This is an optimization exercise on Yosys and OpenROAD, whose aim is small area, not a production implementation. The RTL of this run was laid out without a check of its function. Power is estimated from default activity; no workload was simulated.

## flow/design.v

```verilog
`timescale 1ns / 1ps
module execute(EXE_NPC, EXE_CSRFD, EXE_ALU1, EXE_ALU2, EXE_IR,
               EXE_V, EXE_RFD, MEM_NPC, MEM_ALU_RESULT, MEM_IR,
               MEM_SR2, MEM_SR1, MEM_V, MEM_CSRFD, MEM_RFD,clk, V_MEM_STALL, MEM_ECALL, EXE_ECALL, RESET,
               V_AGEX_BR_STALL, EXE_IR_OLD, V_AGEX_TRAP_STALL);
input clk;
input EXE_V;
input V_MEM_STALL;
input RESET;
input EXE_ECALL;
input [31:0] EXE_IR;
input [63:0] EXE_NPC, EXE_CSRFD, EXE_ALU1, EXE_ALU2;
input [63:0] EXE_RFD;
output reg MEM_ECALL;
output reg[31:0] MEM_IR;
output [31:0] EXE_IR_OLD;
output reg [63:0] MEM_NPC, MEM_ALU_RESULT, MEM_SR2, MEM_SR1,
              MEM_CSRFD, MEM_RFD;
output reg MEM_V;
output V_AGEX_BR_STALL;
output V_AGEX_TRAP_STALL;
wire [63:0] csrresult;
wire [63:0] alu_A, alu_B, EXE_PC, temp_div;
wire [63:0] tempsum, tempshiftright, tempshiftleft, tempsubab, tempblah;
assign tempsum = alu_A + alu_B;
assign tempshiftright = alu_A >> alu_B[4:0];
assign tempshiftleft = alu_A << alu_B[4:0];
assign tempsubab = alu_A - alu_B;
assign tempblah = ((alu_A[31]) ? {32'hFFFFFFFF, alu_A[31:0]} : {32'd0, alu_A[31:0]}) >>> alu_B[4:0];
wire [127:0] temp_mul_uu, temp_mul_ss, temp_mul_su;
assign EXE_PC = EXE_NPC - 'd4;
assign temp_mul_uu = $unsigned(alu_A) * $unsigned(alu_B);
assign temp_mul_ss = $signed(alu_A) * $signed(alu_B);
assign temp_mul_su = $signed(alu_A) * $unsigned(alu_B);
assign alu_A = ((EXE_IR[6:0] == 7'b0000011) || (EXE_IR[6:0] == 0010111) ||
                (EXE_IR[6:0] == 7'b0100011) || (EXE_IR[6:0] == 7'b1101111) ||
                (EXE_IR[6:0] == 7'b1100111))? EXE_PC : EXE_ALU1;
assign alu_B = EXE_ALU2;
assign V_AGEX_BR_STALL = (EXE_IR[6:0] == 7'b1100011 || EXE_IR[6:0] == 7'b1101111 || EXE_IR[6:0] == 7'b1100111) ? 1'd1 : 1'd0;
assign V_AGEX_TRAP_STALL = (EXE_IR[27:0] == 28'h0000073) ? 1'd1 : 1'd0;
assign EXE_IR_OLD = EXE_IR;
always @(posedge clk) begin
    if(RESET)begin
        MEM_NPC <= 0;
        MEM_ECALL <= 0;
        MEM_IR <= 0;
        MEM_SR1 <= 0;
        MEM_SR2 <= 0;
        MEM_CSRFD <= 0;
        MEM_RFD <= 0;
        MEM_V <= 0;
        MEM_ALU_RESULT <= 0;
    end
    else if(EXE_V && !V_MEM_STALL) begin
        MEM_NPC <= EXE_NPC;
        MEM_ECALL <= EXE_ECALL;
        MEM_IR <= EXE_IR;
        MEM_SR1 <= EXE_ALU1;
        MEM_SR2 <= EXE_ALU2;
        MEM_CSRFD <= EXE_CSRFD;
        MEM_RFD <= csrresult;
        MEM_V <= EXE_V;
    if (EXE_IR[6:0] == 7'b0110111) begin
        MEM_ALU_RESULT <= alu_B;
    end else if ((EXE_IR[6:0] == 7'b0010111) || (EXE_IR[6:0] == 7'b1101111) || (EXE_IR[6:0] == 7'b1100111) || (EXE_IR[6:0] == 7'b0000011) || (EXE_IR[6:0] == 7'b0100011)) begin
        MEM_ALU_RESULT <= alu_A + alu_B;
    end else if (EXE_IR[6:0] == 7'b0010011) begin
        case (EXE_IR[14:12])
            3'd0:begin
                MEM_ALU_RESULT <= alu_A + alu_B;
            end
            3'd1: begin
                MEM_ALU_RESULT <= alu_A << alu_B[5:0];
            end
            3'd2:begin
                MEM_ALU_RESULT <= ($signed(alu_A) < $signed(alu_B)) ? (1'd1) : 1'd0;
            end
            3'd3:begin
                MEM_ALU_RESULT <= ($unsigned(alu_A) < $unsigned(alu_B)) ? (1'd1) : 1'd0;
            end
            3'd4: begin
                MEM_ALU_RESULT <= alu_A ^ alu_B;
            end
            3'd5: begin
                if (EXE_IR[30]) begin
                    MEM_ALU_RESULT <= alu_A >>> alu_B[5:0]; 
                end else begin
                    MEM_ALU_RESULT <= alu_A >> alu_B[5:0]; 
                end
            end
            3'd6: begin
                MEM_ALU_RESULT <= alu_A | alu_B;
            end
            3'd7: begin
                MEM_ALU_RESULT <= alu_A & alu_B;
            end
        endcase
    end else if (EXE_IR[6:0] == 7'b0110011) begin
        case (EXE_IR[14:12])
            3'd0:begin
                if (EXE_IR[30] == 1'b1) begin
                    MEM_ALU_RESULT <= alu_A - alu_B;
                end else begin
                    MEM_ALU_RESULT <= alu_A + alu_B;
                end
            end
            3'd1: begin
                MEM_ALU_RESULT <= alu_A << alu_B[5:0];
            end
            3'd2:begin
                MEM_ALU_RESULT <= ($signed(alu_A) < $signed(alu_B)) ? (1'd1) : 1'd0;
            end
            3'd3:begin
                MEM_ALU_RESULT <= ($unsigned(alu_A) < $unsigned(alu_B)) ? (1'd1) : 1'd0;
            end
            3'd4: begin
                MEM_ALU_RESULT <= alu_A ^ alu_B;
            end
            3'd5: begin
                if (EXE_IR[30]) begin
                    MEM_ALU_RESULT <= alu_A >>> alu_B[5:0]; 
                end else begin
                    MEM_ALU_RESULT <= alu_A >> alu_B[5:0]; 
                end
            end
            3'd6: begin
                MEM_ALU_RESULT <= alu_A | alu_B;
            end
            3'd7: begin
                MEM_ALU_RESULT <= alu_A & alu_B;
            end
        endcase
    end else if (EXE_IR[6:0] == 7'b0011011) begin
        case (EXE_IR[14:12])
            3'd0: begin
                MEM_ALU_RESULT <= (tempsum[31]) ? {32'hFFFFFFFF, tempsum[31:0]} : {32'd0, tempsum[31:0]};
            end
            3'd1: begin
                MEM_ALU_RESULT <= {32'd0, tempshiftleft[31:0]};
            end
            3'd5: begin
                if (EXE_IR[30]) begin
                    MEM_ALU_RESULT <= {32'd0, tempblah[31:0]};
                end else begin
                    MEM_ALU_RESULT <= {32'd0, tempshiftright[31:0]};
                end
            end
        endcase
    end else if (EXE_IR[6:0] == 7'b0111011) begin
        case (EXE_IR[14:12])
            3'd0: begin
                if (EXE_IR[30] == 1'b1) begin
                MEM_ALU_RESULT <= (tempsubab[31]) ? {32'hFFFFFFFF, tempsubab[31:0]} : {32'd0, tempsubab[31:0]};    
                end else 
                MEM_ALU_RESULT <= (tempsum[31]) ? {32'hFFFFFFFF, tempsum[31:0]} : {32'd0, tempsum[31:0]};
            end
            3'd1: begin
               MEM_ALU_RESULT <= {32'd0, tempshiftleft[31:0]};
            end
            3'd5: begin
                if (EXE_IR[30]) begin
                    MEM_ALU_RESULT <= {32'd0, tempshiftleft[31:0]};
                end else begin
                    MEM_ALU_RESULT <= {32'd0, tempshiftright[31:0]};
                end
            end
        endcase
    end else if (EXE_IR[6:0] == 7'b0110011) begin
        case (EXE_IR[14:12])
            3'd0: begin
                MEM_ALU_RESULT <= temp_mul_uu[63:0];
            end
            3'd1: begin
                MEM_ALU_RESULT <= temp_mul_ss[127:64];
            end
            3'd2: begin
                MEM_ALU_RESULT <= temp_mul_su[127:64];
            end
            3'd3: begin
                MEM_ALU_RESULT <= temp_mul_uu[127:64];
            end
            3'd4: begin
                MEM_ALU_RESULT <= $signed(alu_A) / $signed(alu_B);
            end
            3'd5: begin
                MEM_ALU_RESULT <= $unsigned(alu_A) / $unsigned(alu_B);
            end
            3'd6: begin
                MEM_ALU_RESULT <= $signed(alu_A) % $signed(alu_B);
            end
            3'd6: begin
                MEM_ALU_RESULT <= $unsigned(alu_A) % $unsigned(alu_B);
            end
        endcase
    end else if (EXE_IR[6:0] == 7'b0111011) begin
        case(EXE_IR[14:12])
            3'd0: begin
                if (temp_div[63]) begin
                    MEM_ALU_RESULT <= {32'hFFFFFFFF, temp_mul_uu[31:0]};
                end else begin
                    MEM_ALU_RESULT <= {32'd0, temp_mul_uu[31:0]};
                end
            end
            3'd4: begin
                if (temp_div[63]) begin
                    MEM_ALU_RESULT <= {32'hFFFFFFFF, temp_mul_ss[31:0]};
                end else begin
                    MEM_ALU_RESULT <= {32'd0, temp_mul_ss[31:0]};
                end
            end
            3'd5: begin
                MEM_ALU_RESULT <= {32'd0, temp_mul_uu[31:0]};
            end
            3'd6: begin
                if (temp_div[31]) begin
                    MEM_ALU_RESULT <= {32'hFFFFFFFF, temp_mul_ss[31:0]};
                end else begin
                    MEM_ALU_RESULT <= {32'd0, temp_mul_ss[31:0]};
                end
            end
            3'd7: begin
                MEM_ALU_RESULT <= {32'd0, temp_mul_uu[31:0]};
            end
        endcase
    end
end
else begin
    MEM_NPC <= 0;
    MEM_ECALL <= 0;
    MEM_IR <= 0;
    MEM_SR1 <= 0;
    MEM_SR2 <= 0;
    MEM_CSRFD <= 0;
    MEM_RFD <= 0;
    MEM_V <= 0;
    MEM_ALU_RESULT <= 0;
end
end
assign csrresult = (EXE_IR[13:12] == 2'b01) ? EXE_RFD : (EXE_IR[13:12] == 2'b10) ? (EXE_ALU1 | EXE_RFD) : (EXE_IR[13:12] == 2'b10) ? (EXE_ALU1 & EXE_RFD) : 'd0;
endmodule
```

## flow/constraint.sdc

```tcl
create_clock -name core_clock -period 8.5 [get_ports {clk}]
set_input_delay 1.7000 -clock core_clock [delete_from_list [all_inputs] [get_ports {clk}]]
set_output_delay 1.7000 -clock core_clock [all_outputs]
set_load 0.01 [all_outputs]
```

## flow/run.sh

```bash
#!/bin/bash
# synth_recipe.tcl (not shown) runs the flow's synth.tcl, then flattens the netlist and writes it again
# the make line also repeats each setting of config.mk as NAME=value (left out here)
make -C /OpenROAD-flow-scripts/flow DESIGN_CONFIG=/design/flow/config.mk WORK_HOME=/design/flow/orfs CLKGATE_MAP_FILE= SYNTH_SCRIPT=/design/flow/synth_recipe.tcl finish
```

## flow/config.mk

```make
export PLATFORM = sky130hd
export DESIGN_NAME = execute
export DESIGN_NICKNAME = execute
export VERILOG_FILES = /design/flow/design.v
export SDC_FILE = /design/flow/constraint.sdc
export NUM_CORES = 4
export LEC_CHECK = 0
export CAP_MARGIN = 20
export CORE_MARGIN = 2
export CORE_UTILIZATION = 40
export SLEW_MARGIN = 20
```

==> run summary <==
[flip-flops by register name, indices dropped and copies added, names as in the netlist]
signal	cells
MEM_ALU_RESULT	64
MEM_CSRFD	64
MEM_NPC	64
MEM_RFD	64
MEM_SR1	64
MEM_SR2	64
MEM_IR	32
MEM_ECALL	1
MEM_V	1
[power breakdown]
part           leakage, nW  total (W)  internal, W  switching (W)
Sequential            3.39    0.00202      0.00200      0.0000184
Clock                0.836    0.00236      0.00135        0.00101
Combinational         16.0    0.00309      0.00103        0.00206
Total                 20.3    0.00748      0.00439        0.00309
[cell usage in the layout, fill, tap and decap left out, types with 54 or more instances in the layout]
cell and instances:
clkdlybuf4s50_1 799, nor2_1 611, a21oi_1 477, nand2_1 468, dfxtp_1 418, o21ai_0 377, buf_4 336, and2_1 234
ha_1 208, inv_1 198, mux2i_1 164, nor3_1 127, xnor2_1 110, nand3_1 95, o211ai_1 82, a211oi_1 79
mux4_2 75, a31oi_1 66, o221ai_1 62, nor4_1 60, a22oi_1 60, a21o_1 55, mux2_2 54
[cell families (layout without fill, tap and decap cells)]
logic type	after synthesis	count (layout)	synth area share [%]
compound gates	1773	1773	29.49
flops	418	418	21.26
mux	295	295	10.08
xor+xnor	130	130	2.893
buf+inv	662	1445	6.650
simple gates	1896	1896	22.91
fa+ha+maj	210	210	6.714
other cells	0	18	0
[metal layers]
| layer | global-route usage [%] | share of wire [%] |
|---|---|---|
| met1 | 66.18 | 37 |
| met3 | 27.26 | 17 |
| met2 | 72.69 | 38 |
| met5 | 3.546 | 0.24 |
| met4 | 32.21 | 7.6 |
[cell usage after synthesis, types with 17 or more instances]
cell	number
or2_2	27
mux2_2	54
o22ai_1	51
and2_1	234
a22oi_1	60
dfxtp_1	418
nand4_1	47
o21a_1	32
o31ai_1	51
o221ai_1	62
a31oi_1	66
and3_1	28
nand2b_1	32
o21bai_1	41
a2111oi_0	21
o2111ai_1	23
a21oi_1	479
a211oi_1	80
o211ai_1	82
nand3_1	95
o21ai_0	377
nor3_1	129
nor2_1	622
xnor2_1	110
nor4_1	61
mux4_2	75
xor2_1	20
nand2_1	468
a21o_1	55
buf_4	32
clkbuf_1	359
inv_1	203
a211o_1	25
mux2i_1	164
nor2b_1	27
or3_1	45
a221oi_1	41
a221o_1	17
buf_1	57
or4_1	33
ha_1	208
[final timing paths]
| path | slack, ps | depth (start not counted) | end |
|---|---|---|---|
| worst max-delay path | 350 | 22 | MEM_ALU_RESULT[46] |
| worst min-delay path | 570 | 2 | MEM_ALU_RESULT[59] |
| worst max register to register | 6720 | 7 | MEM_ALU_RESULT[17] |
| worst min register to register | 570 | 2 | MEM_ALU_RESULT[59] |
[final cells by class]
class | count | share of cell area, %
tap | 1287 | 3.113
inverter | 209 | 1.541
clock buffer | 59 | 2.540
multi-input combinational | 4304 | 55.08
timing repair buffer | 1147 | 20.69
clock inverter | 30 | 0.7788
sequential | 418 | 16.18
antenna | 18 | 0.08707
[worst max-delay path, cell delays in order]
cell,delay [ps]
clkdlybuf4s50_1,510
inv_1,170
ha_1,200
or4b_2,660
or4_1,620
nor3_1,290
xor2_1,220
a21bo_2,410
ha_1,380
a21oi_1,500
nand2_1,140
or4_1,550
a2bb2oi_1,480
xnor2_1,200
nand3_1,160
a21oi_1,120
buf_12,190
a21oi_1,130
o21ai_0,110
a2111oi_0,650
buf_4,220
a221oi_1,60
[metrics by stage]
stage / hold WS (ps) / instances / util [%]
detailed placement: 556.6 / 7364 / 50.97
floorplan: 551.8 / 5384 / -
CTS: 570.7 / 7453 / 52.73
global placement: 535.9 / 7364 / 50.97
global route: 588.9 / 7459 / 52.76
finish: 571.1 / 7472 / 52.79
==> impl_metrics.py <==
metrics = {
    "die": {
        "die_area_mm2": 0.1009,
        "die_h_um": 317.7,
        "core_mm2": 0.09799,
        "pin_count": 809,
        "initial_utilization_pct": 40.17,
        "die_w_um": 317.7,
        "std_cell_rows": 115,
    },
    "layout": {
        "layout.nets": 6695,
        "multiInputGateArea_mm2": 0.02849,
        "area_growth_syn_to_layout_pct": 31.43,
        "register_area_mm2": 0.008368,
        "fillers": 9472,
        "layout-drive-gt1-share_pct": 10.52,
        "finalInstanceArea_mm2": 0.05173,
    },
    "cts": {
        "post_cts_resized": 0,
        "cts_tree": "yes",
        "cts.path.max_buffers": 3,
        "cts_hold_buf": 0,
        "cts-root-buf": "clkbuf_16",
        "cts.sinks": 418,
        "clk_latency_ps": 690,
        "clk_pin_slew_ps": 70,
        "h-tree-depth": 2,
        "cts_inserted_buffers": 48,
        "post_cts_buffers": 0,
    },
    "critical_path": {
        "path_class": "primary input to register",
        "startpoint": "EXE_NPC[2]",
        "crit_arrival_ps": 8680,
        "reg2reg_from": "MEM_ALU_RESULT[17]",
        "cp_max_fo": 19,
        "end_kind": "register",
        "required_ps": 9040,
        "cp-start-kind": "primary input",
    },
    "sta": {
        "tightest_slew_ps": 1278,
        "totalNegativeSetupSlack_ps": 0,
        "setup-violations-final": 0,
        "fin_crit_ps": 8148,
        "rsz0062_at_grt": "no",
        "hold_viol_final": 0,
        "clock.fmax_mhz": 122.7,
        "layout_setup_ws_ps": 352.2,
        "slew_headroom_pct": 14.24,
        "period_share_pct": 95.86,
        "slew_viol_final": 0,
        "skew_ps": 0,
    },
    "yosys": {
        "synth_flop_cell": "dfxtp_1",
        "synth_top_area_share_pct": 21.26,
        "synth_edf_count": 0,
        "avgSynthCellArea_um2": 7.311,
        "yosys_warnings": 3,
        "synth_area_leaders": "dfxtp_1, ha_1, a21oi_1",
        "synth-async-reset-ratio_pct": 0,
        "synth_cell_types": 87,
        "yosys.area.top_type": "dfxtp_1",
        "yosysSeqAreaShare_pct": 21.26,
        "netlist_area_mm2": 0.03936,
        "synthesis.instances": 5384,
        "ys_ff_latch": 418,
        "syn-num-nets": 5951,
    },
    "status": {
        "outcome": "no timing/DRC/antenna violations",
    },
    "place": {
        "pre_cts_ws_ps": -41.37,
        "io_buffers": 808,
        "place_area_mm2": 0.04995,
        "dp_hpwl_um": 223500,
        "routabilityCongestion": 1.191,
    },
    "routing": {
        "drt_iter0_drc": 10260,
        "routed_wl_um": 284700,
        "vias_per_cell": 6.993,
        "firstDrtPassIters": 14,
        "vias": 52250,
        "drc_errors": 0,
        "ant_nets": 0,
        "wl_per_cell_um": 38.10,
    },
    "run": {
        "cap_violations": 0,
    },
    "power": {
        "p_leak_nw": 20.27,
        "powerDensity_mw_per_mm2": 144.6,
        "vdd_ir_drop_max_v": 0.0001642,
        "design_power_total_w": 0.007479,
    },
    "worst_hold_path": {
        "min_from": "MEM_ALU_RESULT[59]",
        "min_path_type": "register to register",
    },
    "grt": {
        "grt_start_max_net_pins": 150,
        "antenna_found_initial": 31,
        "overflow": 0,
        "track_usage_pct": 53.44,
        "grt_pass1_vias": 47500,
        "grt_pass1_wl_um": 385100,
    },
}

[re-timing with driven ports]
In the flow no input, the clock included, has a driving cell. The finished layout below was timed again as built, in two steps.
Step 1 (the two cells are an assumption about what drives the block):
set clk [get_ports {clk}]
set_driving_cell -lib_cell sky130_fd_sc_hd__clkbuf_16 $clk
set_driving_cell -lib_cell sky130_fd_sc_hd__buf_2 [delete_from_list [all_inputs] $clk]
Step 2, shift: input delay + t, output delay - t, t = (earliest + latest rising clock arrival at the registers) / 2. This alone moves slack from input paths to output paths.
Three values: ideal, step 1, step 2; two values: the first two.
t (ns): 0.742
slack for setup (ns): 0.352 / 0.395 / -0.347
hold WS [ns]: 0.571 / 0.571 / 0.571
With both steps, setup timing fails in this run, where it was met with ideal ports. The setup slack of this run moves by +0.043 ns with the drivers and by -0.699 ns with both steps.
